This is an optimization exercise on Yosys and OpenROAD, whose aim is small area and a short achievable clock period, not a production implementation.
At most, simulation tests tie the RTL to the original design; equivalence was not proved.
No functional check of the RTL was part of runs 2 to 6.
Power is estimated from default activity; no workload was simulated.

==> design/flow/design.v <==
`timescale 1ns/10ps
module FP_MUL(CLK, RESET, ENABLE, DATA_IN, DATA_OUT, READY);
input         CLK;
input         RESET;
input         ENABLE;
input   [7:0] DATA_IN;
output  [7:0] DATA_OUT;
output        READY;
reg     [7:0] DATA_OUT;
reg           READY;
reg     [6:0] t;
always @(posedge CLK) begin
	if (RESET || t == 7'd72)
		t <= 7'd0;
	else
		t <= t + 7'd1;
end
reg op;
always @(posedge CLK) begin
	if (t == 7'd16)
		op <= ENABLE;
end
reg    [51:0] A;
reg    [10:0] E;
reg           s;
reg    [48:0] B;
always @(posedge CLK) begin
	if (t == 7'd1) A[7:0]   <= DATA_IN;
	if (t == 7'd2) A[15:8]  <= DATA_IN;
	if (t == 7'd3) A[23:16] <= DATA_IN;
	if (t == 7'd4) A[31:24] <= DATA_IN;
	if (t == 7'd5) A[39:32] <= DATA_IN;
	if (t == 7'd6) A[47:40] <= DATA_IN;
	if (t == 7'd7) A[51:48] <= DATA_IN[3:0];
end
always @(posedge CLK) begin
	if (t == 7'd7)
		E[3:0] <= DATA_IN[7:4];
	else if (t == 7'd8)
		E[10:4] <= DATA_IN[6:0];
	else if (t == 7'd17)
		E <= E + B[48:38] + 11'd1025;    
end
always @(posedge CLK) begin
	if (t == 7'd8)
		s <= DATA_IN[7];
	else if (t == 7'd16)
		s <= s ^ DATA_IN[7];
end
integer k, j;
always @(posedge CLK) begin
	B <= {2'b00, B[48:2]};
	for (k = 0; k < 8; k = k + 1)
		if (t == 7'd9 + k)
			for (j = 0; j < 8; j = j + 1)
				if (6*k + j < 49)
					B[6*k + j] <= DATA_IN[j];
end
reg    [54:0] S;
reg    [52:0] C;
reg           cser;
reg           cflag;
reg           rc;
wire          run = (t >= 7'd10) && (t <= 7'd62);
wire          b0  = (t <= 7'd35) ? B[0] : (t == 7'd36);    
wire          b1  = (t <= 7'd35) & B[1];
wire   [52:0] MA  = {1'b1, A};
wire   [56:0] pp0 = b0 ? {4'd0, MA} : 57'd0;
wire   [56:0] pp1 = b1 ? {3'd0, MA, 1'b0} : 57'd0;
wire   [56:0] Sx  = {2'd0, S};
wire   [56:0] Cx  = {4'd0, C};
wire   [56:0] sum1 = Sx ^ Cx ^ pp0;
wire   [56:0] car1 = {(Sx[55:0] & Cx[55:0]) | (Sx[55:0] & pp0[55:0]) | (Cx[55:0] & pp0[55:0]), 1'b0};
wire   [56:0] sum2 = sum1 ^ car1 ^ pp1;
wire   [56:0] car2 = {(sum1[55:0] & car1[55:0]) | (sum1[55:0] & pp1[55:0]) | (car1[55:0] & pp1[55:0]), 1'b0};
wire          out0 = sum2[0] ^ cser;
wire          k0   = sum2[0] & cser;
wire          out1 = sum2[1] ^ car2[1] ^ k0;
wire          cout = (sum2[1] & car2[1]) | (sum2[1] & k0) | (car2[1] & k0);
wire          ins1 = (t >= 7'd35) & out1;
wire          ins0 = (t >= 7'd36) & out0;
always @(posedge CLK) begin
	if (run) begin
		S    <= {ins1, ins0, sum2[54:2]};
		C    <= car2[54:2];
		cser <= cout;
	end else begin
		S    <= {8'd0, S[54:8]};
		C    <= 53'd0;
		cser <= 1'b0;
	end
end
wire    [7:0] win = cflag ? S[9:2] : S[8:1];
wire    [8:0] inc = {1'b0, win} + {8'd0, rc};
wire    [4:0] lo  = {1'b0, win[3:0]} + {4'd0, rc};
wire    [4:0] hi  = {1'b0, E[3:0]} + {4'd0, cflag};
wire    [6:0] eh  = E[10:4] + {6'd0, rc};
always @(posedge CLK) begin
	if (t == 7'd62)
		cflag <= out1;
end
always @(posedge CLK) begin
	if (t == 7'd62) begin
		rc <= out1 ? S[3] : S[2];
	end else if (t == 7'd69) begin
		rc <= hi[4];
	end else begin
		rc <= inc[8];
	end
end
always @(posedge CLK) begin
	if (t == 7'd69)
		DATA_OUT <= {hi[3:0], lo[3:0]};
	else if (t == 7'd70)
		DATA_OUT <= {s, eh};
	else
		DATA_OUT <= inc[7:0];
end
always @(posedge CLK) begin
	if (RESET)
		READY <= 1'b0;
	else
		READY <= op && (t >= 7'd63) && (t <= 7'd70);
end
endmodule
==> design/flow/run.sh <==
#!/bin/bash
# synth_recipe.tcl (not shown) runs the flow's synth.tcl, then flattens the netlist and writes it again
# the make line also repeats each setting of config.mk as NAME=value (left out here)
make -C /OpenROAD-flow-scripts/flow DESIGN_CONFIG=/design/flow/config.mk WORK_HOME=/design/flow/orfs CLKGATE_MAP_FILE= SYNTH_SCRIPT=/design/flow/synth_recipe.tcl finish
==> design/flow/config.mk <==
export PLATFORM = sky130hd
export DESIGN_NAME = FP_MUL
export DESIGN_NICKNAME = FP_MUL
export VERILOG_FILES = /design/flow/design.v
export SDC_FILE = /design/flow/constraint.sdc
export NUM_CORES = 4
export LEC_CHECK = 0
export CAP_MARGIN = 20
export CORE_MARGIN = 2
export CORE_UTILIZATION = 40
export SLEW_MARGIN = 20
==> design/flow/constraint.sdc <==
create_clock -name core_clock -period 12.5 [get_ports {CLK}]
set_input_delay 2.5000 -clock core_clock [delete_from_list [all_inputs] [get_ports {CLK}]]
set_output_delay 2.5000 -clock core_clock [all_outputs]
set_load 0.01 [all_outputs]
==> key figures, run 1 <==
Outcome
  • Outcome: no timing/DRC/antenna violations

Synth
  • Post-synth EDFFs: 66
  • Ranking of synthesized cells by area: dfxtp_1 28%, fa_1 17%, edfxtp_1 16%, and2_1 6.4%, inv_1 5.9%
  • Main synth FF type: dfxtp_1
  • Synth Warn #: 1
  • Largest family of logic cells by synthesized area: adder cells
  • Synth Area in XOR/XNOR: 1.77%
  • Synth Area in Compound Gates: 5.28%
  • Synth top cells by count: 193 x inv_1, 175 x dfxtp_1, 127 x and2_1
  • Mux cell area share after synthesis: 5.58%
  • Yosys top cell by area: dfxtp_1
  • Net Count, Synth: 1311
  • Netlist cell types: 60
  • Post-synthesis simple-gate area fraction: 14.6%
  • Seq/Total Area, Yosys: 44.4%
  • Async set-reset flop share out of synthesis: 0%
  • Synth top area share: 28.3%
  • Synthesized cell area: 0.0124 mm^2
  • #FFs+latches synth: 241
  • Synth Instances: 1162
  • Post-Synth Adder-Cell Area: 20.5%
  • Dominant cell by count in the synthesized netlist: inv_1
  • Mapped Avg Cell Area: 10.6 um^2

Global routing
  • Met1 usage: 21.6%
  • Vias in the first global route: 7893
  • M3 GR Usage: 2.33%
  • Antenna violations before repair: 0
  • Grt peak-use layer: met2
  • Grt ovf: 0
  • Met2 usage: 27.0%
  • First-pass GRT wire length: 41800 um
  • Total GRT Usage: 16.0%
  • Largest net degree at the start of global routing: 88

Cells and area
  • Share of cells above drive strength 1: 8.25%
  • Layout Nets: 1316
  • Fillcell total: 2837
  • Area grow syn2layout: 11.6%
  • ANT cells: 0

Worst setup path
  • CP delay by family, top: adder cells
  • R2R Path End: rc$_DFF_P_
  • WP buf/inv: 2
  • Worst Setup SP: t[3]$_SDFF_PP0_
  • R2r setup slk: 8350 ps
  • Crit path required time: 12920 ps
  • Worst Setup EP: rc$_DFF_P_
  • Worst path depth: 13
  • Crit-path max FO: 53
  • CP Class: flop to flop
  • Worst setup EP type: flop
  • Reg2reg start: t[3]$_SDFF_PP0_
  • Slowest Stage Delay on Critical Path: 520 ps
  • Crit-path slowest cell: buf_4
  • Worst-path cell chain: or3_1, a221oi_2, a31oi_2, o21ai_4, buf_4, nand2_1, fa_1, inv_1, fa_1, ha_1, nor2_1, a21oi_1, mux2_2
  • Worst R2R Path Depth: 13
  • CP dominant cell by count: fa_1
  • Arrival @ worst endpoint: 4580 ps
  • Crit start category: flop

Clock network
  • CTS Hold Bufs: 0
  • H-tree Lvls: 1
  • CTS tree: done
  • CTS Buffer Depth: 3
  • Clock-pin transition on the worst setup and hold timing paths: 60 ps
  • Clk sinks: 241
  • Post-CTS Resized: 0
  • Worst-skew pair later-pin latency: 530 ps
  • Post-CTS setup buffer count: 0
  • CTS Buf Count: 27
  • Root buf cell: clkbuf_16

Floorplanning
  • Chip Width: 180 um
  • Die Y: 180 um
  • Die Footprint: 0.0323 mm^2
  • Row Count: 64
  • Core Box Area: 0.0305 mm^2
  • IO Count: 20
  • Initial core utilization: 40.5%

STA
  • Setup TNS: 0 ps
  • Max-slew violations: 0
  • Final period util: 33.2%
  • Actual slew at the worst max-slew pin: 923 ps
  • Fmax: 241 MHz
  • Minimum clock period: 4150 ps
  • Final Hold Vio Count: 0
  • Hold WS: 453 ps
  • Slew headroom: 38.3%
  • Setup Viol. Count Final: 0
  • RSZ-0062 raised after global routing: no
  • Clock Skew: 10.5 ps

Power
  • NetSw: 343 uW
  • PwrDens: 123 mW/mm^2
  • Clock power frac: 49.7%
  • Sw frac: 20.3%
  • Comb power frac: 2.1%
  • P_leak: 0.00613 uW
  • Sequential power share: 48.2%
  • Int Pwr: 1350 uW
  • Worst vdd ir: 0.0000904 V

Placement
  • # port buffers: 19
  • Gpl congestion: 0.850
  • Detailed placer's ending HPWL: 17000 um

Route
  • DRC errors left: 0
  • Vias per cell: 4.79
  • Remaining antenna violation count after routing: 0
  • Vias: 7584
  • DR iter-0 viols: 522
  • Wirelength per Cell: 15.8 um
  • Wirelength, routed: 25100 um
  • Initial DRT Pass Iterations: 4

Job
  • Maxcap violations: 0

Min path
  • Worst min-delay path class: flop to flop
  • Hold Path Depth: 1
==> worst register-to-register path, cell delays in order (launching register included) <==
cell	delay, ps
dfxtp_1	500
or3_1	440
a221oi_2	350
a31oi_2	120
o21ai_4	150
buf_4	520
nand2_1	190
fa_1	500
inv_1	50
fa_1	480
ha_1	350
nor2_1	100
a21oi_1	40
mux2_2	260
==> kinds of logic (layout without fill, tap and decap cells) <==
| group | count (synthesis) | after routing |
|---|---|---|
| muxes | 63 | 63 |
| AOI/OAI and AO/OA | 109 | 109 |
| xor gates and xnor gates | 25 | 25 |
| DFF | 241 | 241 |
| buffers and inverters | 241 | 267 |
| adders and majority gates | 138 | 138 |
| and+or+nand+nor | 345 | 345 |
==> worst min-delay path by stage <==
stage	endpoint	start	slack, ps
floorplan	S[52]$_SDFF_PN0_	S[54]$_SDFF_PN0_	430
global placement	B[33]$_DFF_P_	B[35]$_DFF_P_	440
detailed placement	B[26]$_DFF_P_	B[28]$_DFF_P_	440
CTS	B[2]$_DFF_P_	B[4]$_DFF_P_	460
global route	B[3]$_DFF_P_	B[5]$_DFF_P_	460
finish	B[29]$_DFF_P_	B[31]$_DFF_P_	450
==> layer usage <==
| layer | wire length, um | up-vias | part of all wire (%) |
|---|---|---|---|
| met1 | 11800 | 3753 | 47 |
| met2 | 12000 | 92 | 48 |
| met5 | 0 | - | 0 |
| met4 | 490 | 0 | 2.0 |
| met3 | 789 | 42 | 3.1 |
| li1 | - | 3697 | - |
==> power by group through the flow <==
stage | Sequential, uW | Combinational (uW) | Clock [uW]
finish | 815 | 35.0 | 841
floorplan | 829 | 20.1 | 0
global placement | 831 | 35.4 | 0
detailed placement | 832 | 35.6 | 0
global route | 815 | 38.9 | 892
CTS | 814 | 35.9 | 864
==> area by class of cell <==
cell class	count	area, um^2	area share (%)
Inverter	194	728	5.28
Clock inverter	13	190	1.38
Tap cell	396	495	3.59
Clock buffer	37	763	5.53
Timing Repair Buffer	23	220	1.60
Multi-Input combinational cell	680	5920	42.9
Sequential cell	241	5490	39.8
==> cell usage in the layout (no fill, tap or decap), drive strengths merged, types with 3 or more instances in the layout <==
cell / n
inv: 194
dfxtp: 175
and2: 127
nand2: 114
fa: 107
edfxtp: 66
o21ai: 51
mux2: 47
nor2: 39
clkbuf: 37
ha: 31
a21oi: 29
clkdlybuf4s50: 19
nand3: 18
mux2i: 16
xnor2: 16
nand4: 10
xor2: 9
and3: 8
clkinv: 8
nor3: 6
bufinv: 5
and4: 4
a21o: 4
buf: 4
nor2b: 4
a31oi: 4
o211ai: 3
nor3b: 3
o31ai: 3
nor4b: 3
==> through the flow <==
stage	total power [uW]	instances	instance area [um^2]	setup WS, ps	util, %
detailed placement	867	1534	12800	8360	42.1
global route	1750	1584	13800	8060	45.2
global placement	867	1534	12800	8400	42.1
finish	1690	1584	13800	8350	45.2
CTS	1710	1584	13800	8360	45.2
floorplan	849	1162	12400	9020	-
==> registers in the layout, indices dropped and copies added, names as in the netlist <==
name,count
t,7
rc,1
READY,1
cser,1
B,49
op,1
A,52
C,53
s,1
cflag,1
E,11
S,55
DATA_OUT,8
==> run 2, diff against run 1 <==
--- a/design/flow/design.v
+++ b/design/flow/design.v
@@ -56,39 +56,45 @@
 				if (6*k + j < 49)
 					B[6*k + j] <= DATA_IN[j];
+	if (t == 7'd17)
+		B[48:36] <= 13'd1;
 end
-reg    [54:0] S;
-reg    [52:0] C;
+reg    [54:0] Sn;
+reg    [52:0] Cn;
 reg           cser;
 reg           cflag;
 reg           rc;
 wire          run = (t >= 7'd10) && (t <= 7'd62);
-wire          b0  = (t <= 7'd35) ? B[0] : (t == 7'd36);    
-wire          b1  = (t <= 7'd35) & B[1];
-wire   [52:0] MA  = {1'b1, A};
-wire   [56:0] pp0 = b0 ? {4'd0, MA} : 57'd0;
-wire   [56:0] pp1 = b1 ? {3'd0, MA, 1'b0} : 57'd0;
-wire   [56:0] Sx  = {2'd0, S};
-wire   [56:0] Cx  = {4'd0, C};
-wire   [56:0] sum1 = Sx ^ Cx ^ pp0;
-wire   [56:0] car1 = {(Sx[55:0] & Cx[55:0]) | (Sx[55:0] & pp0[55:0]) | (Cx[55:0] & pp0[55:0]), 1'b0};
-wire   [56:0] sum2 = sum1 ^ car1 ^ pp1;
-wire   [56:0] car2 = {(sum1[55:0] & car1[55:0]) | (sum1[55:0] & pp1[55:0]) | (car1[55:0] & pp1[55:0]), 1'b0};
-wire          out0 = sum2[0] ^ cser;
-wire          k0   = sum2[0] & cser;
-wire          out1 = sum2[1] ^ car2[1] ^ k0;
-wire          cout = (sum2[1] & car2[1]) | (sum2[1] & k0) | (car2[1] & k0);
+wire          b0  = B[0];
+wire          b1  = B[1];
+wire   [52:0] MA   = {1'b1, A};
+wire   [56:0] pp0n = ~({57{b0}} & {4'd0, MA});
+wire   [56:0] pp1n = ~({57{b1}} & {3'd0, MA, 1'b0});
+wire   [56:0] Sxn  = {2'b11, Sn};
+wire   [56:0] Cxn  = {4'b1111, Cn};
+wire   [56:0] sum1n = Sxn ^ Cxn ^ pp0n;
+wire   [56:0] car1n = {(Sxn[55:0] & Cxn[55:0]) | (Sxn[55:0] & pp0n[55:0]) | (Cxn[55:0] & pp0n[55:0]), 1'b1};
+wire   [56:0] sum2n = sum1n ^ car1n ^ pp1n;
+wire   [56:0] car2n = {(sum1n[55:0] & car1n[55:0]) | (sum1n[55:0] & pp1n[55:0]) | (car1n[55:0] & pp1n[55:0]), 1'b1};
+wire          s20  = ~sum2n[0];
+wire          s21  = ~sum2n[1];
+wire          c21  = ~car2n[1];
+wire          out0 = s20 ^ cser;
+wire          k0   = s20 & cser;
+wire          out1 = s21 ^ c21 ^ k0;
+wire          cout = (s21 & c21) | (s21 & k0) | (c21 & k0);
 wire          ins1 = (t >= 7'd35) & out1;
 wire          ins0 = (t >= 7'd36) & out0;
 always @(posedge CLK) begin
 	if (run) begin
-		S    <= {ins1, ins0, sum2[54:2]};
-		C    <= car2[54:2];
+		Sn   <= {~ins1, ~ins0, sum2n[54:2]};
+		Cn   <= car2n[54:2];
 		cser <= cout;
 	end else begin
-		S    <= {8'd0, S[54:8]};
-		C    <= 53'd0;
+		Sn   <= {8'hff, Sn[54:8]};
+		Cn   <= {53{1'b1}};
 		cser <= 1'b0;
 	end
 end
+wire   [54:0] S = ~Sn;
 wire    [7:0] win = cflag ? S[9:2] : S[8:1];
 wire    [8:0] inc = {1'b0, win} + {8'd0, rc};
--- a/design/flow/config.mk
+++ b/design/flow/config.mk
@@ -6,6 +6,8 @@
 export NUM_CORES = 4
 export LEC_CHECK = 0
+export ABC_AREA = 1
 export CAP_MARGIN = 20
 export CORE_MARGIN = 2
 export CORE_UTILIZATION = 40
+export CTS_BUF_LIST = sky130_fd_sc_hd__clkbuf_2 sky130_fd_sc_hd__clkbuf_4
 export SLEW_MARGIN = 20
==> key figures, run 2 <==
Worst setup path
  • Worst setup EP type: output port (was flop)
  • Crit path required time: 10000 ps (was 12920 ps)
  • Slowest Stage Delay on Critical Path: 530 ps (was 520 ps)
  • Crit start category: flop (unchanged)
  • Worst R2R Path Depth: 9 (was 13)
  • CP delay by family, top: buffers and inverters (was adder cells)
  • Reg2reg start: B[0]$_DFF_P_ (was t[3]$_SDFF_PP0_)
  • Worst-path cell chain: clkdlybuf4s50_1 (was or3_1, a221oi_2, a31oi_2, o21ai_4, buf_4, nand2_1, fa_1, inv_1, fa_1, ha_1, nor2_1, a21oi_1, mux2_2)
  • Crit-path slowest cell: clkdlybuf4s50_1 (was buf_4)
  • WP buf/inv: 1 (was 2)
  • R2r setup slk: 9480 ps (was 8350 ps)
  • Arrival @ worst endpoint: 1510 ps (was 4580 ps)
  • R2R Path End: rc$_DFF_P_ (unchanged)
  • Crit-path max FO: 1 (was 53)
  • CP Class: flop to output port (was flop to flop)

Floorplanning
  • Initial core utilization: 40.9% (was 40.5%)
  • IO Count: 20 (unchanged)
  • Core Box Area: 0.0289 mm^2 (was 0.0305 mm^2)
  • Chip Width: 176 um (was 180 um)
  • Row Count: 62 (was 64)
  • Die Footprint: 0.0309 mm^2 (was 0.0323 mm^2)
  • Die Y: 176 um (was 180 um)

Power
  • Comb power frac: 2.7% (was 2.1%)
  • P_leak: 0.00471 uW (was 0.00613 uW)
  • NetSw: 365 uW (was 343 uW)
  • Int Pwr: 1240 uW (was 1350 uW)
  • Sequential power share: 51.1% (was 48.2%)
  • PwrDens: 122 mW/mm^2 (was 123 mW/mm^2)
  • Clock power frac: 46.3% (was 49.7%)
  • Sw frac: 22.8% (was 20.3%)
  • Worst vdd ir: 0.0000700 V (was 0.0000904 V)

Global routing
  • Total GRT Usage: 18.2% (was 16.0%)
  • First-pass GRT wire length: 43900 um (was 41800 um)
  • Grt ovf: 0 (unchanged)
  • Largest net degree at the start of global routing: 96 (was 88)
  • Vias in the first global route: 8300 (was 7893)
  • Antenna violations before repair: 1 (was 0)

Cells and area
  • Largest regs: Sn (55), Cn (53), A (52) (was S (55), C (53), A (52))
  • Utilization after layout: 45.6% (was 45.2%)
  • Fillcell total: 2796 (was 2837)
  • Most common cell after layout, fill and taps aside: nand2_1 (was inv_1)
  • Share of cells above drive strength 1: 14.0% (was 8.25%)
  • Area grow syn2layout: 11.4% (was 11.6%)
  • Max reg flops: 55 (unchanged)
  • Layout Nets: 1408 (was 1316)
  • Most frequent cells in the layout: 404 x nand2_1, 173 x dfxtp_1, 109 x clkbuf_4 (was 193 x inv_1, 175 x dfxtp_1, 127 x and2_1)
  • Design area: 0.0131 mm^2 (was 0.0138 mm^2)
  • Largest Register: Sn (was S)

Synth
  • Yosys top cell by area: dfxtp_1 (unchanged)
  • Synth Warn #: 1 (unchanged)
  • Ranking of synthesized cells by area: dfxtp_1 30%, fa_1 18%, edfxtp_1 17%, nand2_1 13%, ha_1 3.3% (was dfxtp_1 28%, fa_1 17%, edfxtp_1 16%, and2_1 6.4%, inv_1 5.9%)
  • Post-synth EDFFs: 66 (unchanged)
  • Synth top area share: 29.7% (was 28.3%)
  • Async set-reset flop share out of synthesis: 0% (unchanged)
  • Net Count, Synth: 1354 (was 1311)
  • Synth Instances: 1205 (was 1162)
  • #FFs+latches synth: 241 (unchanged)
  • Netlist cell types: 43 (was 60)
  • Synthesized cell area: 0.0118 mm^2 (was 0.0124 mm^2)
  • Seq/Total Area, Yosys: 46.5% (was 44.4%)
  • Synth top cells by count: 404 x nand2_1, 175 x dfxtp_1, 107 x fa_1 (was 193 x inv_1, 175 x dfxtp_1, 127 x and2_1)
  • Main synth FF type: dfxtp_1 (unchanged)
  • Mapped Avg Cell Area: 9.80 um^2 (was 10.6 um^2)
  • Dominant cell by count in the synthesized netlist: nand2_1 (was inv_1)

STA
  • Actual slew at the worst max-slew pin: 916 ps (was 923 ps)
  • Fmax: 249 MHz (was 241 MHz)
  • Setup TNS: 0 ps (unchanged)
  • Clock Skew: 43.6 ps (was 10.5 ps)
  • Final Hold Vio Count: 0 (unchanged)
  • Final period util: 32.1% (was 33.2%)
  • Minimum clock period: 4010 ps (was 4150 ps)
  • Max-slew violations: 0 (unchanged)
  • Setup slack after layout: 8490 ps (was 8350 ps)
  • Setup Viol. Count Final: 0 (unchanged)
  • Slew headroom: 38.6% (was 38.3%)
  • RSZ-0062 raised after global routing: no (unchanged)

Clock network
  • Root buf cell: clkbuf_4 (was clkbuf_16)
  • Worst-skew pair later-pin latency: 670 ps (was 530 ps)
  • CTS Buffer Depth: 3 (unchanged)
  • H-tree Lvls: 3 (was 1)
  • Clock-pin transition on the worst setup and hold timing paths: 70 ps (was 60 ps)
  • CTS tree: done (unchanged)
  • Post-CTS Resized: 0 (unchanged)
  • Clk sinks: 241 (unchanged)
  • CTS Buf Count: 66 (was 27)
  • Post-CTS setup buffer count: 0 (unchanged)
  • CTS Hold Bufs: 0 (unchanged)

Route
  • Vias per cell: 4.79 (about the same)
  • Wirelength, routed: 26300 um (was 25100 um)
  • Vias: 8123 (was 7584)
  • Wirelength per Cell: 15.5 um (was 15.8 um)
  • Initial DRT Pass Iterations: 5 (was 4)
  • DR iter-0 viols: 464 (was 522)
  • Remaining antenna violation count after routing: 0 (unchanged)
  • DRC errors left: 0 (unchanged)

Job
  • Maxcap violations: 0 (unchanged)

Min path
  • Worst min-delay path class: flop to flop (unchanged)
  • Worst Hold Launch: B[28]$_DFF_P_ (was B[31]$_DFF_P_)
  • Hold Path Depth: 2 (was 1)
  • Hold endpoint: B[26]$_DFF_P_ (was B[29]$_DFF_P_)

Placement
  • Gpl congestion: 0.906 (was 0.850)
  • Detailed placer's ending HPWL: 18500 um (was 17000 um)
  • DP Area: 0.0123 mm^2 (was 0.0128 mm^2)
  • # port buffers: 19 (unchanged)
  • Setup slack at placement: 8400 ps (was 8360 ps)

Outcome
  • Outcome: no timing/DRC/antenna violations (unchanged)
## run 2: cell types whose count changed after synthesis, moves of 16 or more
cell,delta
mux2_2,-41
nand3_1,+16
o21ai_0,+23
or2_2,+29
or2_1,+30
inv_1,-122
nand2_1,+290
and2_1,-126
## run 2: through the flow
step | instances | hold WS (ps) | total power (uW)
2_1_floorplan | 1205 | 400 | 857
6_report | 1696 | 431 | 1600
3_5_place_dp | 1575 | 420 | 879
4_1_cts | 1695 | 431 | 1630
5_1_grt | 1696 | 449 | 1680
3_3_place_gp | 1575 | 410 | 878
## run 2: how the worst max path moves through the flow
stage | from | end | slack (ps) | cells past startpoint
5_1_grt | READY$_SDFF_PP0_ | READY | 8400 | 1
3_5_place_dp | DATA_IN[7] | s$_DFFE_PP_ | 8400 | 3
6_report | READY$_SDFF_PP0_ | READY | 8490 | 1
2_1_floorplan | DATA_IN[7] | s$_DFFE_PP_ | 9410 | 2
3_3_place_gp | DATA_IN[7] | s$_DFFE_PP_ | 8430 | 3
4_1_cts | READY$_SDFF_PP0_ | READY | 8420 | 1
## run 2: routing by layer
layer  part of all wire, %  routed length (um)  track usage [%]  up-vias
met5                     0                   0                0        -
met4                   1.5                 388             6.10        0
met3                   5.6                1470             3.74       33
met2                    47               12400             29.0      198
met1                    46               12100             25.0     3910
li1                      -                   -                -     3982
## run 2: logic make-up (layout without fill, tap and decap cells)
logic type                 Yosys count  in the layout  share of synthesized area [%]
and+or+nand+nor                    577            577                           21.2
DFF                                241            241                           46.5
adders and majority gates          138            138                           21.4
buffers and inverters              123            229                           4.94
AOI/OAI and AO/OA                  118            118                           5.33
xor gates and xnor gates             6              6                          0.445
muxes                                2              2                          0.170
other                                0              1                              0
## run 2: layout make-up
class                   count  area, um^2  share of cell area [%]
clock buffers             109         818                    6.22
clock inverters            11        72.6                   0.552
diodes                      1        2.50                  0.0190
multi-input cells         841        5740                    43.7
repair buffers             23         220                    1.67
flip-flops and latches    241        5490                    41.7
well taps                 384         480                    3.65
inverters                  86         325                    2.47
## run 2: power by group through the flow
stage / clock network, uW / logic (uW) / registers [uW]
floorplan: 0 / 24.1 / 833
global placement: 0 / 42.2 / 836
detailed placement: 0 / 42.7 / 836
CTS: 764 / 43.0 / 819
global route: 810 / 48.3 / 819
finish: 741 / 42.6 / 819
==> run 3, diff against run 2 <==
--- a/design/flow/config.mk
+++ b/design/flow/config.mk
@@ -6,8 +6,6 @@
 export NUM_CORES = 4
 export LEC_CHECK = 0
-export ABC_AREA = 1
 export CAP_MARGIN = 20
 export CORE_MARGIN = 2
 export CORE_UTILIZATION = 40
-export CTS_BUF_LIST = sky130_fd_sc_hd__clkbuf_2 sky130_fd_sc_hd__clkbuf_4
 export SLEW_MARGIN = 20
==> key figures, run 3 <==
Synth
  • #FFs+latches synth: 241 (unchanged)
  • Synth top cells by count: 175 x dfxtp_1, 142 x nand2_1, 107 x fa_1 (was 404 x nand2_1, 175 x dfxtp_1, 107 x fa_1)
  • Synth top area share: 29.5% (was 29.7%)
  • Synth Warn #: 1 (unchanged)
  • Yosys top cell by area: dfxtp_1 (unchanged)
  • Mapped Avg Cell Area: 12.3 um^2 (was 9.80 um^2)
  • Seq/Total Area, Yosys: 46.2% (was 46.5%)
  • Main synth FF type: dfxtp_1 (unchanged)
  • Post-synth EDFFs: 66 (unchanged)
  • Synthesized cell area: 0.0119 mm^2 (was 0.0118 mm^2)
  • Ranking of synthesized cells by area: dfxtp_1 30%, fa_1 18%, edfxtp_1 17%, mux2_4 5.9%, nand2_1 4.5% (was dfxtp_1 30%, fa_1 18%, edfxtp_1 17%, nand2_1 13%, ha_1 3.3%)
  • Synth Instances: 965 (was 1205)
  • Net Count, Synth: 1114 (was 1354)
  • Netlist cell types: 64 (was 43)
  • Dominant cell by count in the synthesized netlist: dfxtp_1 (was nand2_1)
  • Async set-reset flop share out of synthesis: 0% (unchanged)

Cells and area
  • Most frequent cells in the layout: 173 x dfxtp_1, 142 x nand2_1, 107 x fa_1 (was 404 x nand2_1, 173 x dfxtp_1, 109 x clkbuf_4)
  • Fillcell total: 2650 (was 2796)
  • Area grow syn2layout: 11.6% (was 11.4%)
  • Largest Register: Sn (unchanged)
  • Most common cell after layout, fill and taps aside: dfxtp_1 (was nand2_1)
  • Max reg flops: 55 (unchanged)
  • ANT cells: 0 (was 1)
  • Layout Nets: 1120 (was 1408)
  • Share of cells above drive strength 1: 13.9% (was 14.0%)
  • Largest regs: Sn (55), Cn (53), A (52) (unchanged)

Worst setup path
  • Arrival @ worst endpoint: 1480 ps (was 1510 ps)
  • Worst path depth: 1 (unchanged)
  • CP Class: flop to output port (unchanged)
  • Slowest Stage Delay on Critical Path: 560 ps (was 530 ps)
  • Worst R2R Path Depth: 5 (was 9)
  • Crit path required time: 10000 ps (about the same)
  • Worst setup EP type: output port (unchanged)
  • Crit-path slowest cell: clkdlybuf4s50_1 (unchanged)
  • Worst-path cell chain: clkdlybuf4s50_1 (unchanged)
  • Crit start category: flop (unchanged)
  • WP buf/inv: 1 (unchanged)
  • Crit-path max FO: 1 (unchanged)
  • CP delay by family, top: buffers and inverters (unchanged)
  • R2r setup slk: 9320 ps (was 9480 ps)

STA
  • Slew headroom: 34.8% (was 38.6%)
  • Setup Viol. Count Final: 0 (unchanged)
  • Max-slew violations: 0 (unchanged)
  • Final period util: 31.8% (was 32.1%)
  • Setup TNS: 0 ps (unchanged)
  • Minimum clock period: 3980 ps (was 4010 ps)
  • Actual slew at the worst max-slew pin: 975 ps (was 916 ps)
  • Fmax: 251 MHz (was 249 MHz)
  • RSZ-0062 raised after global routing: no (unchanged)
  • Setup slack after layout: 8520 ps (was 8490 ps)
  • Clock Skew: 9.75 ps (was 43.6 ps)
  • Final Hold Vio Count: 0 (unchanged)

Power
  • Worst vdd ir: 0.0000956 V (was 0.0000700 V)
  • PwrDens: 124 mW/mm^2 (was 122 mW/mm^2)
  • Overall Power: 1650 uW (was 1600 uW)
  • P_leak: 0.00446 uW (was 0.00471 uW)

Floorplanning
  • Initial core utilization: 40.4% (was 40.9%)
  • Row Count: 63 (was 62)
  • IO Count: 20 (unchanged)
  • Core Box Area: 0.0294 mm^2 (was 0.0289 mm^2)
  • Die Y: 176 um (about the same)
  • Chip Width: 176 um (about the same)
  • Die Footprint: 0.0311 mm^2 (was 0.0309 mm^2)

Clock network
  • CTS tree: done (unchanged)
  • CTS Buffer Depth: 3 (unchanged)
  • Root buf cell: clkbuf_16 (was clkbuf_4)
  • Clk sinks: 241 (unchanged)
  • Worst-skew pair later-pin latency: 530 ps (was 670 ps)
  • CTS Buf Count: 28 (was 66)
  • Clock-pin transition on the worst setup and hold timing paths: 60 ps (was 70 ps)
  • Post-CTS Resized: 0 (unchanged)
  • CTS Hold Bufs: 0 (unchanged)
  • H-tree Lvls: 1 (was 3)
  • Post-CTS setup buffer count: 0 (unchanged)

Route
  • DRC errors left: 0 (unchanged)
  • DR iter-0 viols: 368 (was 464)
  • Wirelength per Cell: 17.4 um (was 15.5 um)
  • Vias per cell: 4.92 (was 4.79)
  • Initial DRT Pass Iterations: 4 (was 5)
  • Wirelength, routed: 24100 um (was 26300 um)
  • Remaining antenna violation count after routing: 0 (unchanged)
  • Vias: 6801 (was 8123)

Min path
  • Hold Path Depth: 1 (was 2)
  • Worst min-delay path class: flop to flop (unchanged)

Global routing
  • Vias in the first global route: 7040 (was 8300)
  • Grt ovf: 0 (unchanged)
  • Antenna violations before repair: 0 (was 1)
  • First-pass GRT wire length: 39400 um (was 43900 um)
  • Total GRT Usage: 16.2% (was 18.2%)
  • Largest net degree at the start of global routing: 71 (was 96)

Placement
  • # port buffers: 19 (unchanged)
  • Detailed placer's ending HPWL: 16100 um (was 18500 um)
  • Gpl congestion: 0.778 (was 0.906)
  • Setup slack at placement: 8370 ps (was 8400 ps)

Job
  • Maxcap violations: 0 (unchanged)

Outcome
  • Outcome: no timing/DRC/antenna violations (unchanged)
## run 3: changes by cell type after synthesis, sizes merged, moves of 8 or more
| cell | change |
|---|---|
| o21ai | -51 |
| inv | -61 |
| nor3b | +9 |
| xor2 | +10 |
| mux2 | +75 |
| mux2i | +15 |
| nand3 | -17 |
| a211oi | +9 |
| xnor2 | +8 |
| clkbuf | +19 |
| o211ai | -9 |
| nand2 | -267 |
| a21oi | -10 |
## run 3: cell type report
cell class / instances / area (um^2) / share of cell area [%]
Multi-Input combinational cell: 650 / 6020 / 45.5
Clock inverter: 16 / 141 / 1.07
Sequential cell: 241 / 5490 / 41.4
Clock buffer: 36 / 771 / 5.82
Tap cell: 390 / 488 / 3.68
Timing Repair Buffer: 26 / 243 / 1.83
Inverter: 24 / 90.1 / 0.680
## run 3: where the power goes
part | switching, uW | total (uW) | internal (uW)
combinational | 25.6 | 36.7 | 11.1
sequential | 5.57 | 815 | 810
clock | 319 | 794 | 475
total | 350 | 1650 | 1300
## run 3: final timing paths
path / from / end
worst max-delay path: READY$_SDFF_PP0_ / READY
worst min-delay path: B[13]$_DFF_P_ / B[11]$_DFF_P_
worst max register to register: t[2]$_SDFF_PP0_ / Sn[14]$_DFF_P_
worst min register to register: B[13]$_DFF_P_ / B[11]$_DFF_P_
## run 3: kinds of logic after synthesis
group                    after synthesis  synth area share (%)
adder cells (fa/ha/maj)              138                  21.3
multiplexers                          92                  10.0
AO/OA/AOI/OAI                         86                  4.72
AND/OR/NAND/NOR                      310                  12.8
flip-flops                           241                  46.2
XOR/XNOR                              24                  1.77
buffers and inverters                 74                  3.12
## run 3: through the flow
| step | instances | hold WS [ps] | utilization, % | area [um^2] |
|---|---|---|---|---|
| finish | 1383 | 449 | 45.0 | 13200 |
| global route | 1383 | 469 | 45.0 | 13200 |
| CTS | 1383 | 454 | 45.0 | 13200 |
| detailed placement | 1331 | 439 | 41.9 | 12300 |
| global placement | 1331 | 434 | 41.9 | 12300 |
| floorplan | 965 | 410 | - | 11900 |
## run 3: metal layers
metal,part of all wire (%),track usage [%]
met1,47,22.9
met5,0,0
met4,1.2,3.34
met2,49,26.8
met3,2.9,2.20
==> run 4, diff against run 3 <==
==> design/flow/flow/run.sh (new file) <==
#!/bin/bash
# Standard ORFS layout with fast port buffers and a larger setup margin for repair_timing.
set -euo pipefail
bash standard.sh "BUFFER_PORTS_ARGS=-buffer_cell sky130_fd_sc_hd__buf_2" SETUP_SLACK_MARGIN=9 finish > make_finish.log 2>&1
==> design/flow/standard.sh (new file) <==
#!/bin/bash
# synth_recipe.tcl (not shown) runs the flow's synth.tcl, then flattens the netlist and writes it again
# the make line also repeats each setting of config.mk as NAME=value (left out here)
make -C /OpenROAD-flow-scripts/flow DESIGN_CONFIG=/design/flow/config.mk WORK_HOME=/design/flow/orfs CLKGATE_MAP_FILE= SYNTH_SCRIPT=/design/flow/synth_recipe.tcl "${@:-finish}"
removed: design/flow/run.sh
==> key figures, run 4 <==
Min path
  • Worst Hold Launch: Sn[54]$_SDFF_PP1_ (was B[13]$_DFF_P_)
  • Hold Path Depth: 1 (unchanged)
  • Worst min-delay path class: flop to flop (unchanged)

Cells and area
  • Fin cells: 1383 (unchanged)
  • Area grow syn2layout: 10.7% (was 11.6%)
  • Most common cell after layout, fill and taps aside: dfxtp_1 (unchanged)
  • Largest Register: Sn (unchanged)
  • Share of cells above drive strength 1: 15.8% (was 13.9%)
  • Most frequent cells in the layout: 169 x dfxtp_1, 142 x nand2_1, 107 x fa_1 (was 173 x dfxtp_1, 142 x nand2_1, 107 x fa_1)
  • Layout Nets: 1120 (unchanged)
  • Max reg flops: 55 (unchanged)
  • Utilization after layout: 44.7% (was 45.0%)
  • ANT cells: 0 (unchanged)
  • Design area: 0.0131 mm^2 (was 0.0132 mm^2)
  • Largest regs: Sn (55), Cn (53), A (52) (unchanged)

Clock network
  • H-tree Lvls: 1 (unchanged)
  • Root buf cell: clkbuf_16 (unchanged)
  • Clock-pin transition on the worst setup and hold timing paths: 60 ps (about the same)
  • CTS Hold Bufs: 0 (unchanged)
  • Worst-skew pair later-pin latency: 540 ps (was 530 ps)
  • CTS tree: done (unchanged)
  • CTS Buf Count: 28 (unchanged)
  • Clk sinks: 241 (unchanged)
  • CTS Buffer Depth: 3 (unchanged)

Outcome
  • Outcome: no timing/DRC/antenna violations (unchanged)

Global routing
  • Grt ovf: 0 (unchanged)
  • Met1 usage: 22.5% (was 22.9%)
  • Vias in the first global route: 6991 (was 7040)
  • Met2 usage: 26.0% (was 26.8%)
  • Antenna violations before repair: 0 (unchanged)
  • M3 GR Usage: 2.61% (was 2.20%)
  • First-pass GRT wire length: 38800 um (was 39400 um)
  • Largest net degree at the start of global routing: 59 (was 71)
  • Total GRT Usage: 16.0% (was 16.2%)
  • Grt peak-use layer: met2 (unchanged)

Worst setup path
  • Reg2reg start: t[2]$_SDFF_PP0_ (unchanged)
  • Worst R2R Path Depth: 5 (unchanged)
  • Worst path depth: 1 (unchanged)
  • Crit-path slowest cell: dfxtp_4 (was clkdlybuf4s50_1)
  • Worst Setup EP: READY (unchanged)
  • CP Class: flop to output port (unchanged)
  • Worst-path cell chain: buf_6 (was clkdlybuf4s50_1)
  • Crit path required time: 10000 ps (about the same)
  • Crit start category: flop (unchanged)
  • CP delay by family, top: flip-flops (was buffers and inverters)
  • R2r setup slk: 9360 ps (was 9320 ps)
  • Worst Setup SP: READY$_SDFF_PP0_ (unchanged)
  • R2R Path End: Sn[41]$_DFF_P_ (was Sn[14]$_DFF_P_)
  • Arrival @ worst endpoint: 1000 ps (was 1480 ps)
  • Slowest Stage Delay on Critical Path: 350 ps (was 560 ps)
  • Crit-path max FO: 1 (unchanged)
  • WP buf/inv: 1 (unchanged)
  • Worst setup EP type: output port (unchanged)

Route
  • Vias: 6866 (was 6801)
  • DRC errors left: 0 (unchanged)
  • Wirelength, routed: 23700 um (was 24100 um)
  • DR iter-0 viols: 484 (was 368)
  • Initial DRT Pass Iterations: 4 (unchanged)
  • Wirelength per Cell: 17.1 um (was 17.4 um)
  • Vias per cell: 4.96 (was 4.92)
  • Remaining antenna violation count after routing: 0 (unchanged)

Placement
  • Dpl cells: 1331 (unchanged)
  • DP Area: 0.0122 mm^2 (was 0.0123 mm^2)
  • Gpl congestion: 0.748 (was 0.778)
  • Detailed placer's ending HPWL: 15900 um (was 16100 um)
  • # port buffers: 19 (unchanged)

Power
  • Worst vdd ir: 0.000106 V (was 0.0000956 V)
  • PwrDens: 123 mW/mm^2 (was 124 mW/mm^2)
  • Overall Power: 1620 uW (was 1650 uW)
  • NetSw: 343 uW (was 350 uW)
  • P_leak: 0.00446 uW (about the same)
  • Int Pwr: 1280 uW (was 1300 uW)
  • Comb power frac: 2.2% (about the same)
  • Sw frac: 21.1% (was 21.3%)
  • Sequential power share: 50.2% (was 49.5%)
  • Clock power frac: 47.6% (was 48.2%)

Floorplanning
  • Die Y: 176 um (unchanged)
  • Initial core utilization: 40.4% (unchanged)
  • IO Count: 20 (unchanged)
  • Chip Width: 176 um (unchanged)
  • Die Footprint: 0.0311 mm^2 (unchanged)
  • Core Box Area: 0.0294 mm^2 (unchanged)
  • Row Count: 63 (unchanged)

Synth
  • Mapped Avg Cell Area: 12.3 um^2 (unchanged)
  • Post-synth EDFFs: 66 (unchanged)
  • Ranking of synthesized cells by area: dfxtp_1 30%, fa_1 18%, edfxtp_1 17%, mux2_4 5.9%, nand2_1 4.5% (unchanged)
  • Net Count, Synth: 1114 (unchanged)
  • Synthesized cell area: 0.0119 mm^2 (unchanged)
  • Synth Warn #: 1 (unchanged)
  • Dominant cell by count in the synthesized netlist: dfxtp_1 (unchanged)
  • Yosys top cell by area: dfxtp_1 (unchanged)
  • #FFs+latches synth: 241 (unchanged)
  • Async set-reset flop share out of synthesis: 0% (unchanged)
  • Main synth FF type: dfxtp_1 (unchanged)
  • Synth top cells by count: 175 x dfxtp_1, 142 x nand2_1, 107 x fa_1 (unchanged)
  • Seq/Total Area, Yosys: 46.2% (unchanged)
  • Synth top area share: 29.5% (unchanged)
  • Synth Instances: 965 (unchanged)
  • Netlist cell types: 64 (unchanged)

STA
  • Max-slew violations: 0 (unchanged)
  • RSZ-0062 raised after global routing: yes (was no)
  • Fmax: 286 MHz (was 251 MHz)
  • Setup Viol. Count Final: 0 (unchanged)
  • Slew headroom: 42.7% (was 34.8%)
  • Setup TNS: 0 ps (unchanged)
  • Final Hold Vio Count: 0 (unchanged)
  • Clock Skew: 22.4 ps (was 9.75 ps)
  • Actual slew at the worst max-slew pin: 856 ps (was 975 ps)
  • Final period util: 28.0% (was 31.8%)
  • Minimum clock period: 3500 ps (was 3980 ps)

Job
  • Maxcap violations: 0 (unchanged)
-- run 4: cell count changes in the layout (fill, tap and decap cells not counted), moves of 2 or more --
cell             before  now
clkinv_1              4    0
clkinv_2              7    3
buf_6                 0    2
clkbuf_1              4   12
dfxtp_2               2    5
clkdlybuf4s50_1      19    0
buf_2                 0   17
dfxtp_1             173  169
-- run 4: layout make-up --
type | instances | area [um^2]
fillers | 2656 | 16300
multi-input cells | 650 | 6020
flip-flops and latches | 241 | 5500
clock buffers | 44 | 801
well taps | 390 | 488
repair buffers | 26 | 160
inverters | 24 | 90.1
clock inverters | 8 | 85.1
-- run 4: cells by family after synthesis --
| kind of cell | Yosys count | synth area share, % |
|---|---|---|
| compound gates | 86 | 4.72 |
| xor+xnor | 24 | 1.77 |
| fa+ha+maj | 138 | 21.3 |
| buf+inv | 74 | 3.12 |
| flops | 241 | 46.2 |
| mux | 92 | 10.0 |
| simple gates | 310 | 12.8 |
-- run 4: how the worst min path moves through the flow --
stage                                    to  slack, ps
final                     Sn[52]$_SDFF_PP1_        450
after global routing      Sn[52]$_SDFF_PP1_        460
after CTS                 Sn[52]$_SDFF_PP1_        450
after detailed placement  Sn[52]$_SDFF_PP1_        430
after global placement    Sn[52]$_SDFF_PP1_        430
after floorplan           Sn[52]$_SDFF_PP1_        410
-- run 4: what timing repair did --
item / 4_1_cts / 5_1_grt
gates resized for setup: 4 / 4
buffers inserted: 0 / 0
endpoints found under the setup margin: 1 / 4
-- run 4: routing by layer --
metal | up-vias | share of wire, %
li1 | 3267 | -
met1 | 3462 | 47
met2 | 112 | 48
met3 | 25 | 3.9
met4 | 0 | 1.4
met5 | - | 0
-- run 4: power groups by stage --
| stage | Combinational (uW) | Sequential [uW] | Clock, uW |
|---|---|---|---|
| 3_5_place_dp | 35.8 | 832 | 0 |
| 3_3_place_gp | 35.5 | 832 | 0 |
| 6_report | 35.1 | 815 | 772 |
| 4_1_cts | 35.9 | 815 | 794 |
| 2_1_floorplan | 20.3 | 830 | 0 |
| 5_1_grt | 38.7 | 816 | 827 |
-- run 4: through the flow --
| step | hold WS (ps) | worst slack (ps) |
|---|---|---|
| floorplan | 410 | 9300 |
| global placement | 425 | 9140 |
| detailed placement | 432 | 9120 |
| CTS | 446 | 8970 |
| global route | 461 | 8960 |
| finish | 446 | 9000 |
==> run 5, diff against run 4 <==
==> design/flow/flow/run.sh (replaced) <==
#!/bin/bash
# Standard ORFS layout with fast port buffers and a larger setup margin for repair_timing.
set -euo pipefail
bash standard.sh "BUFFER_PORTS_ARGS=-buffer_cell sky130_fd_sc_hd__buf_2" SETUP_SLACK_MARGIN=0 finish > make_finish.log 2>&1
==> key figures, run 5 <==
Outcome
  • Outcome: no timing/DRC/antenna violations (unchanged)

Job
  • Maxcap violations: 0 (unchanged)

Synth
  • Synth Warn #: 1 (unchanged)
  • Synth Instances: 965 (unchanged)
  • Ranking of synthesized cells by area: dfxtp_1 30%, fa_1 18%, edfxtp_1 17%, mux2_4 5.9%, nand2_1 4.5% (unchanged)
  • Synth top cells by count: 175 x dfxtp_1, 142 x nand2_1, 107 x fa_1 (unchanged)
  • Seq/Total Area, Yosys: 46.2% (unchanged)
  • Async set-reset flop share out of synthesis: 0% (unchanged)
  • Yosys top cell by area: dfxtp_1 (unchanged)
  • Dominant cell by count in the synthesized netlist: dfxtp_1 (unchanged)
  • Netlist cell types: 64 (unchanged)
  • Synthesized cell area: 0.0119 mm^2 (unchanged)
  • Net Count, Synth: 1114 (unchanged)
  • Main synth FF type: dfxtp_1 (unchanged)
  • Synth top area share: 29.5% (unchanged)
  • Mapped Avg Cell Area: 12.3 um^2 (unchanged)
  • Post-synth EDFFs: 66 (unchanged)
  • #FFs+latches synth: 241 (unchanged)

Route
  • Wirelength per Cell: 17.1 um (about the same)
  • DRC errors left: 0 (unchanged)
  • DR iter-0 viols: 480 (was 484)
  • Vias: 6870 (was 6866)
  • Initial DRT Pass Iterations: 5 (was 4)
  • Wirelength, routed: 23700 um (about the same)
  • Remaining antenna violation count after routing: 0 (unchanged)
  • Vias per cell: 4.97 (was 4.96)

Worst setup path
  • R2r setup slk: 9360 ps (about the same)
  • Worst-path cell chain: buf_2 (was buf_6)
  • Arrival @ worst endpoint: 1060 ps (was 1000 ps)
  • CP delay by family, top: flip-flops (unchanged)
  • Worst Setup SP: READY$_SDFF_PP0_ (unchanged)
  • Worst setup EP type: output port (unchanged)
  • Crit-path max FO: 1 (unchanged)
  • Crit path required time: 10000 ps (about the same)
  • R2R Path End: Sn[41]$_DFF_P_ (unchanged)
  • Worst R2R Path Depth: 5 (unchanged)
  • Crit start category: flop (unchanged)
  • Crit-path slowest cell: dfxtp_1 (was dfxtp_4)
  • WP buf/inv: 1 (unchanged)
  • CP Class: flop to output port (unchanged)
  • Worst path depth: 1 (unchanged)
  • Worst Setup EP: READY (unchanged)
  • Reg2reg start: t[2]$_SDFF_PP0_ (unchanged)
  • Slowest Stage Delay on Critical Path: 370 ps (was 350 ps)

STA
  • Setup Viol. Count Final: 0 (unchanged)
  • Final Hold Vio Count: 0 (unchanged)
  • Slew headroom: 42.7% (about the same)
  • Actual slew at the worst max-slew pin: 856 ps (about the same)
  • Final period util: 28.5% (was 28.0%)
  • Setup slack after layout: 8940 ps (was 9000 ps)
  • RSZ-0062 raised after global routing: no (was yes)
  • Max-slew violations: 0 (unchanged)
  • Clock Skew: 22.2 ps (was 22.4 ps)
  • Setup TNS: 0 ps (unchanged)
  • Fmax: 281 MHz (was 286 MHz)
  • Minimum clock period: 3560 ps (was 3500 ps)

Cells and area
  • Largest regs: Sn (55), Cn (53), A (52) (unchanged)
  • Most frequent cells in the layout: 173 x dfxtp_1, 142 x nand2_1, 107 x fa_1 (was 169 x dfxtp_1, 142 x nand2_1, 107 x fa_1)
  • Area grow syn2layout: 10.6% (was 10.7%)
  • Fillcell total: 2661 (was 2656)
  • Max reg flops: 55 (unchanged)
  • Layout Nets: 1120 (unchanged)
  • Largest Register: Sn (unchanged)
  • Design area: 0.0131 mm^2 (about the same)
  • Share of cells above drive strength 1: 15.4% (was 15.8%)
  • Fin cells: 1383 (unchanged)
  • Utilization after layout: 44.6% (was 44.7%)
  • Most common cell after layout, fill and taps aside: dfxtp_1 (unchanged)
  • ANT cells: 0 (unchanged)

Power
  • Sw frac: 21.1% (about the same)
  • Clock power frac: 47.6% (about the same)
  • Sequential power share: 50.2% (about the same)
  • Worst vdd ir: 0.000106 V (about the same)
  • PwrDens: 124 mW/mm^2 (was 123 mW/mm^2)
  • P_leak: 0.00446 uW (about the same)
  • NetSw: 343 uW (about the same)
  • Int Pwr: 1280 uW (about the same)
  • Comb power frac: 2.2% (about the same)

Clock network
  • Clock-pin transition on the worst setup and hold timing paths: 60 ps (about the same)
  • Worst-skew pair later-pin latency: 540 ps (about the same)
  • Post-CTS setup buffer count: 0 (unchanged)
  • Clk sinks: 241 (unchanged)
  • Root buf cell: clkbuf_16 (unchanged)
  • CTS tree: done (unchanged)
  • CTS Buf Count: 28 (unchanged)
  • CTS Hold Bufs: 0 (unchanged)
  • CTS Buffer Depth: 3 (unchanged)
  • H-tree Lvls: 1 (unchanged)
  • Post-CTS Resized: 0 (was 4)

Placement
  • # port buffers: 19 (unchanged)
  • Setup slack at placement: 9120 ps (unchanged)
  • DP Area: 0.0122 mm^2 (unchanged)
  • Dpl cells: 1331 (unchanged)
  • Gpl congestion: 0.748 (unchanged)
  • Detailed placer's ending HPWL: 15900 um (unchanged)

Floorplanning
  • Row Count: 63 (unchanged)
  • IO Count: 20 (unchanged)
  • Initial core utilization: 40.4% (unchanged)
  • Core Box Area: 0.0294 mm^2 (unchanged)
  • Die Footprint: 0.0311 mm^2 (unchanged)
  • Die Y: 176 um (unchanged)
  • Chip Width: 176 um (unchanged)

Min path
  • Worst min-delay path class: flop to flop (unchanged)

Global routing
  • Antenna violations before repair: 0 (unchanged)
  • Grt ovf: 0 (unchanged)
  • First-pass GRT wire length: 38800 um (unchanged)
  • Largest net degree at the start of global routing: 59 (unchanged)
  • Vias in the first global route: 6988 (was 6991)
  • Total GRT Usage: 16.0% (about the same)
run 5: final cells by class:
cell class	instances	area [um^2]	share of cell area [%]
flip-flops and latches	241	5490	41.8
clock inverters	8	85.1	0.648
repair buffers	26	148	1.13
multi-input cells	650	6020	45.9
well taps	390	488	3.72
clock buffers	44	801	6.10
inverters	24	90.1	0.687
run 5: worst min path at each step:
stage / startpoint / end / slack, ps / cells past startpoint
final: Sn[54]$_SDFF_PP1_ / Sn[52]$_SDFF_PP1_ / 450 / 1
after global routing: Sn[54]$_SDFF_PP1_ / Sn[52]$_SDFF_PP1_ / 460 / 1
after CTS: Sn[54]$_SDFF_PP1_ / Sn[52]$_SDFF_PP1_ / 450 / 1
after detailed placement: Sn[54]$_SDFF_PP1_ / Sn[52]$_SDFF_PP1_ / 430 / 1
after global placement: Sn[54]$_SDFF_PP1_ / Sn[52]$_SDFF_PP1_ / 430 / 1
after floorplan: Sn[54]$_SDFF_PP1_ / Sn[52]$_SDFF_PP1_ / 410 / 1
run 5: per-stage QoR:
| stage | hold WS (ps) | power, uW |
|---|---|---|
| 6_report | 446 | 1620 |
| 5_1_grt | 461 | 1680 |
| 4_1_cts | 446 | 1640 |
| 3_5_place_dp | 432 | 868 |
| 3_3_place_gp | 425 | 868 |
| 2_1_floorplan | 410 | 850 |
run 5: kinds of logic after synthesis:
group | count (synthesis) | share of synthesized area (%)
buffers and inverters | 74 | 3.12
multiplexers | 92 | 10.0
AO/OA/AOI/OAI | 86 | 4.72
adder cells (fa/ha/maj) | 138 | 21.3
AND/OR/NAND/NOR | 310 | 12.8
XOR/XNOR | 24 | 1.77
flip-flops | 241 | 46.2
run 5: metal layers:
metal  up-vias  part of all wire, %  global-route usage (%)  routed length, um
li1       3264                    -                       -                  -
met1      3461                   47                    22.6              11100
met2       120                   48                    26.0              11300
met3        25                  3.9                    2.61                926
met4         0                  1.4                    3.72                324
met5         -                    0                       0                  0
run 5: power by group through the flow:
stage,logic (uW),registers [uW],clock network (uW)
after floorplan,20.3,830,0
after global placement,35.5,832,0
after detailed placement,35.8,832,0
after CTS,35.9,815,794
after global routing,38.7,816,827
final,35.0,815,772
==> run 6, diff against run 5 <==
==> design/flow/flow/run.sh (replaced) <==
#!/bin/bash
# Standard ORFS layout with fast port buffers and a larger setup margin for repair_timing.
set -euo pipefail
bash standard.sh "BUFFER_PORTS_ARGS=-buffer_cell sky130_fd_sc_hd__buf_2" SETUP_SLACK_MARGIN=8 finish > make_finish.log 2>&1
==> key figures, run 6 <==
Worst setup path
  • Arrival @ worst endpoint: 1060 ps (about the same)
  • WP buf/inv: 1 (unchanged)
  • R2r setup slk: 9360 ps (about the same)
  • Crit start category: flop (unchanged)
  • Crit-path max FO: 1 (unchanged)
  • Worst setup EP type: output port (unchanged)
  • CP delay by family, top: flip-flops (unchanged)
  • Slowest Stage Delay on Critical Path: 370 ps (about the same)
  • CP Class: flop to output port (unchanged)
  • Crit-path slowest cell: dfxtp_1 (unchanged)
  • Worst-path cell chain: buf_2 (unchanged)
  • Crit path required time: 10000 ps (about the same)

Cells and area
  • Share of cells above drive strength 1: 15.4% (unchanged)
  • Area grow syn2layout: 10.6% (unchanged)
  • Most frequent cells in the layout: 173 x dfxtp_1, 142 x nand2_1, 107 x fa_1 (unchanged)
  • ANT cells: 0 (unchanged)
  • Most common cell after layout, fill and taps aside: dfxtp_1 (unchanged)
  • Utilization after layout: 44.6% (unchanged)
  • Largest Register: Sn (unchanged)
  • Layout Nets: 1120 (unchanged)
  • Largest regs: Sn (55), Cn (53), A (52) (unchanged)
  • Max reg flops: 55 (unchanged)
  • Design area: 0.0131 mm^2 (unchanged)

Clock network
  • CTS Buf Count: 28 (unchanged)
  • Root buf cell: clkbuf_16 (unchanged)
  • Clk sinks: 241 (unchanged)
  • CTS Buffer Depth: 3 (unchanged)
  • CTS tree: done (unchanged)
  • Clock-pin transition on the worst setup and hold timing paths: 60 ps (about the same)
  • Post-CTS Resized: 0 (unchanged)
  • H-tree Lvls: 1 (unchanged)
  • Post-CTS setup buffer count: 0 (unchanged)
  • Worst-skew pair later-pin latency: 540 ps (about the same)
  • CTS Hold Bufs: 0 (unchanged)

Synth
  • Seq/Total Area, Yosys: 46.2% (unchanged)
  • Mapped Avg Cell Area: 12.3 um^2 (unchanged)
  • Async set-reset flop share out of synthesis: 0% (unchanged)
  • Synth Warn #: 1 (unchanged)
  • Main synth FF type: dfxtp_1 (unchanged)
  • Ranking of synthesized cells by area: dfxtp_1 30%, fa_1 18%, edfxtp_1 17%, mux2_4 5.9%, nand2_1 4.5% (unchanged)
  • Dominant cell by count in the synthesized netlist: dfxtp_1 (unchanged)
  • Synth top area share: 29.5% (unchanged)
  • Post-synth EDFFs: 66 (unchanged)
  • #FFs+latches synth: 241 (unchanged)
  • Netlist cell types: 64 (unchanged)
  • Synthesized cell area: 0.0119 mm^2 (unchanged)
  • Synth top cells by count: 175 x dfxtp_1, 142 x nand2_1, 107 x fa_1 (unchanged)
  • Yosys top cell by area: dfxtp_1 (unchanged)
  • Net Count, Synth: 1114 (unchanged)
  • Synth Instances: 965 (unchanged)

Global routing
  • Total GRT Usage: 16.0% (unchanged)
  • Grt ovf: 0 (unchanged)
  • Largest net degree at the start of global routing: 59 (unchanged)
  • Antenna violations before repair: 0 (unchanged)
  • Vias in the first global route: 6988 (unchanged)
  • First-pass GRT wire length: 38800 um (unchanged)

Floorplanning
  • Chip Width: 176 um (unchanged)
  • IO Count: 20 (unchanged)
  • Core Box Area: 0.0294 mm^2 (unchanged)
  • Initial core utilization: 40.4% (unchanged)
  • Die Y: 176 um (unchanged)
  • Die Footprint: 0.0311 mm^2 (unchanged)
  • Row Count: 63 (unchanged)

Placement
  • Detailed placer's ending HPWL: 15900 um (unchanged)
  • # port buffers: 19 (unchanged)
  • Gpl congestion: 0.748 (unchanged)
  • DP Area: 0.0122 mm^2 (unchanged)

STA
  • Final Hold Vio Count: 0 (unchanged)
  • RSZ-0062 raised after global routing: no (unchanged)
  • Clock Skew: 22.2 ps (unchanged)
  • Setup TNS: 0 ps (unchanged)
  • Actual slew at the worst max-slew pin: 856 ps (unchanged)
  • Minimum clock period: 3560 ps (unchanged)
  • Final period util: 28.5% (unchanged)
  • Setup Viol. Count Final: 0 (unchanged)
  • Fmax: 281 MHz (unchanged)
  • Slew headroom: 42.7% (unchanged)
  • Max-slew violations: 0 (unchanged)

Route
  • Initial DRT Pass Iterations: 5 (unchanged)
  • Wirelength per Cell: 17.1 um (unchanged)
  • Wirelength, routed: 23700 um (unchanged)
  • Remaining antenna violation count after routing: 0 (unchanged)
  • DRC errors left: 0 (unchanged)
  • Vias per cell: 4.97 (unchanged)
  • DR iter-0 viols: 480 (unchanged)
  • Vias: 6870 (unchanged)

Power
  • Worst vdd ir: 0.000106 V (unchanged)
  • Overall Power: 1620 uW (unchanged)
  • PwrDens: 124 mW/mm^2 (unchanged)
  • P_leak: 0.00446 uW (unchanged)

Job
  • Maxcap violations: 0 (unchanged)

Outcome
  • Outcome: no timing/DRC/antenna violations (unchanged)

Min path
  • Worst min-delay path class: flop to flop (unchanged)
[run 6: cell counts after synthesis]
Identical to the previous run, type by type.
[run 6: through the flow]
step / worst slack [ps] / std cells / hold WS (ps)
2_1_floorplan: 9300 / 965 / 410
3_3_place_gp: 9140 / 1331 / 425
3_5_place_dp: 9120 / 1331 / 432
4_1_cts: 8890 / 1383 / 446
5_1_grt: 8890 / 1383 / 461
6_report: 8940 / 1383 / 446
[run 6: cell type report]
cell class | count | area [um^2]
tap | 390 | 488
clock inverter | 8 | 85.1
timing repair buffer | 26 | 148
sequential | 241 | 5490
fill | 2661 | 16300
inverter | 24 | 90.1
clock buffer | 44 | 801
multi-input combinational | 650 | 6020
[run 6: worst paths after layout]
kind                        to  depth (start not counted)         startpoint
max                      READY                          1   READY$_SDFF_PP0_
min          Sn[52]$_SDFF_PP1_                          1  Sn[54]$_SDFF_PP1_
max reg2reg     Sn[41]$_DFF_P_                          5    t[2]$_SDFF_PP0_
min reg2reg  Sn[52]$_SDFF_PP1_                          1  Sn[54]$_SDFF_PP1_
[run 6: logic make-up after synthesis]
kind of cell | count (synthesis) | share of synthesized area [%]
compound gates | 86 | 4.72
simple gates | 310 | 12.8
buf+inv | 74 | 3.12
xor+xnor | 24 | 1.77
fa+ha+maj | 138 | 21.3
flops | 241 | 46.2
mux | 92 | 10.0
[run 6: routing by layer]
| layer | share of wire, % | track usage (%) |
|---|---|---|
| met1 | 47 | 22.6 |
| met2 | 48 | 26.0 |
| met3 | 3.9 | 2.61 |
| met4 | 1.4 | 3.72 |
| met5 | 0 | 0 |
[run 6: power breakdown]
group / switching, uW / internal (uW) / total (uW)
combinational: 25.6 / 9.48 / 35.0
sequential: 5.38 / 810 / 815
clock: 312 / 460 / 772
total: 343 / 1280 / 1620

## what the ideal ports hide
How much do the figures lean on ideal ports? The routed layouts below were timed once more, with nothing changed but the port constraints. Step 1 (the two cells are an assumption about what drives the block):
set clk [get_ports {CLK}]
set_driving_cell -lib_cell sky130_fd_sc_hd__clkbuf_16 $clk
set_driving_cell -lib_cell sky130_fd_sc_hd__buf_2 [delete_from_list [all_inputs] $clk]
Step 2, shift: input delay + t, output delay - t, t = (earliest + latest rising clock arrival at the registers) / 2. This alone moves slack from input paths to output paths. Three values: ideal ports, drivers, drivers and shift; two values: the first two.
| run | t, ns | setup slack, ns | worst register clock-pin slew, ns |
|---|---|---|---|
| run 1 | 0.575 | 8.346 / 8.346 / 8.346 | 0.06 / 0.06 |
| run 2 | 0.693 | 8.486 / 8.441 / 8.322 | 0.08 / 0.08 |
| run 3 | 0.576 | 8.523 / 8.474 / 8.329 | 0.06 / 0.06 |
| run 4 | 0.582 | 9.001 / 8.953 / 9.109 | 0.06 / 0.06 |
| run 5 | 0.582 | 8.939 / 8.890 / 9.108 | 0.06 / 0.06 |
| run 6 | 0.582 | 8.939 / 8.890 / 9.108 | 0.06 / 0.06 |
After both steps every run listed still meets setup and hold. For run 3, which loses most, drivers alone change the setup slack by -0.049 ns; drivers and shift together by -0.194 ns.
